From an optimization exercise on the open Yosys and OpenROAD flow, aimed at small area and a short achievable clock period; shortcuts taken in it are not production practice. In this exercise RTL edits were held to simulation tests only and were not proved equivalent to the original. The clock input has no modelled driver; a real chip could not lean on it and would need a root buffer or a full tree.

// fifo
module fifo (
    clK,
    fifo_WR,
    fifo_IN,
    fifo_RD,
    fifo_OUT,
    rsT,
    statuS
    );
    parameter DATA = 16;
    parameter ADDR = 5;
    localparam DEPTH = 1 << ADDR;
    localparam GROUPS = DEPTH / 4;
    input clK;
    input  wire              fifo_WR;
    input  wire [DATA-1:0]   fifo_IN;
    input  wire              fifo_RD;
    output wire [DATA-1:0]   fifo_OUT;
    input  wire              rsT;
    output wire [1:0]        statuS;
    reg         [3:0]        Write_Lo;
    reg         [GROUPS-1:0] Write_Hi;
    reg         [DEPTH-1:0]  Read_Sel_n;
    reg         [1:0]        Diff;
    dpram #(.DATA(DATA), .ADDR(ADDR)) Fifomem (
        .clK(clK),
        .wr_EN(fifo_WR),
        .wr_LO(Write_Lo),
        .wr_HI(Write_Hi),
        .wr_DATA(fifo_IN),
        .rd_SELn(Read_Sel_n),
        .rd_DATA(fifo_OUT)
        );
    assign statuS = Diff;
    wire read_shift = fifo_RD & ~rsT;
    wire read_hold  = ~fifo_RD & ~rsT;
  ...
For scale: roughly 1700 cells after synthesis, roughly 570 flip-flops, roughly 0.019 mm2 of cells after synthesis.
Settings: LEC_CHECK=0, CAP_MARGIN=20, CORE_MARGIN=2, CORE_UTILIZATION=70, SETUP_SLACK_MARGIN=1.55, SLEW_MARGIN=20, SYNTH_HIERARCHICAL=1; clock period 3.0 ns.
standard.sh (not shown) runs the stock make flow with config.mk's settings and CLKGATE_MAP_FILE= SYNTH_SCRIPT=/design/flow/synth_recipe.tcl, a recipe that flattens the netlist after the stock synthesis.
==> flow/flow/run.sh <==
#!/bin/bash
# Layout flow: the standard flow (standard.sh), except that the clock
# tree is the fixed two-stage tree of flow/clocktree.tcl (clock port -> one
# clkbuf_16 per quadrant -> one clkbuf_8 per strip of about 16 flip-flops)
# instead of TritonCTS's three-stage tree. flow/pre_cts.tcl puts
# it in place of clock_tree_synthesis inside ORFS's CTS step. The
# read-pointer flip-flops (Read_Sel_n) hang on the root buffers, one stage
# earlier than the rest: useful skew for the read mux paths they start.
# Port buffers are buf_2 instead of the delay buffer buffer_ports picks.
set -euo pipefail
W=$(pwd)
export PRE_CTS_TCL="$W/flow/pre_cts.tcl"
export BUFFER_PORTS_ARGS="-buffer_cell sky130_fd_sc_hd__buf_2"
bash standard.sh PRE_CTS_TCL="$PRE_CTS_TCL" BUFFER_PORTS_ARGS="$BUFFER_PORTS_ARGS" finish > "$W/standard_flow.log" 2>&1
==> flow/flow/pre_cts.tcl <==
# Sourced by ORFS's cts.tcl before it calls clock_tree_synthesis: replaces
# that command with a fixed two-stage clock tree (clocktree.tcl). Everything
# else in the CTS step (legalisation, timing repair) runs as usual.
source [file join [file dirname [info script]] clocktree.tcl]
rename clock_tree_synthesis tritoncts_clock_tree_synthesis
proc clock_tree_synthesis {args} {
  build_tree 1 8 sky130_fd_sc_hd__clkbuf_16 sky130_fd_sc_hd__clkbuf_8 {Read_Sel_n*}
  catch {global_connect}
  set_propagated_clock [all_clocks]
}
Other scripts of this flow, unchanged in this note and not shown: flow/flow/clocktree.tcl
The baseline went through all stages and came out clean.
Rerun with:
--- a/flow/flow/run.sh
+++ b/flow/flow/run.sh
@@ -2,6 +2,6 @@
 # Layout flow: the standard flow (standard.sh), except that the clock
 # tree is the fixed two-stage tree of flow/clocktree.tcl (clock port -> one
-# clkbuf_16 per quadrant -> one clkbuf_8 per strip of about 16 flip-flops)
-# instead of TritonCTS's three-stage tree. flow/pre_cts.tcl puts
+# clkbuf_16 per quadrant -> one clkbuf_16 per cluster of about 23
+# flip-flops) instead of TritonCTS's three-stage tree. flow/pre_cts.tcl puts
 # it in place of clock_tree_synthesis inside ORFS's CTS step. The
 # read-pointer flip-flops (Read_Sel_n) hang on the root buffers, one stage
--- a/flow/flow/pre_cts.tcl
+++ b/flow/flow/pre_cts.tcl
@@ -5,5 +5,5 @@
 rename clock_tree_synthesis tritoncts_clock_tree_synthesis
 proc clock_tree_synthesis {args} {
-  build_tree 1 8 sky130_fd_sc_hd__clkbuf_16 sky130_fd_sc_hd__clkbuf_8 {Read_Sel_n*}
+  build_tree 2 3 sky130_fd_sc_hd__clkbuf_16 sky130_fd_sc_hd__clkbuf_16 {Read_Sel_n*}
   catch {global_connect}
   set_propagated_clock [all_clocks]
Result: Via count goes down slightly. Fmax goes down slightly. Utilization goes up by 1.0 points. Sequential share of layout area goes down by 0.73 points. Die area stays the same. Global-route usage barely changes. Wire length barely changes.
No run of this note takes its clock network from TritonCTS; it comes from the design's own scripts or RTL.

port drivers added, routing unchanged:
Ports are ideal in the flow. The routed layouts listed here were re-timed in OpenROAD. Step 1 (the two cells are an assumption about what drives the block):
set clk [get_ports {clK}]
set_driving_cell -lib_cell sky130_fd_sc_hd__clkbuf_16 $clk
set_driving_cell -lib_cell sky130_fd_sc_hd__buf_2 [delete_from_list [all_inputs] $clk]
Step 2, shift: input delay + t, output delay - t, t = (earliest + latest rising clock arrival at the registers) / 2. This alone moves slack from input paths to output paths. Slacks: ideal / step 1 / step 2; pairs: ideal / step 1.
run | t, ns | setup slack, ns | worst slew at a driven data input, ns
the first run | 0.378 | 1.544 / 1.455 / 1.283 | 0.04
the second run | 0.387 | 1.526 / 1.455 / 1.270 | 0.03
After both steps every run listed still meets setup and hold. For the first run, which loses most, drivers alone change the setup slack by -0.089 ns; drivers and shift together by -0.261 ns.
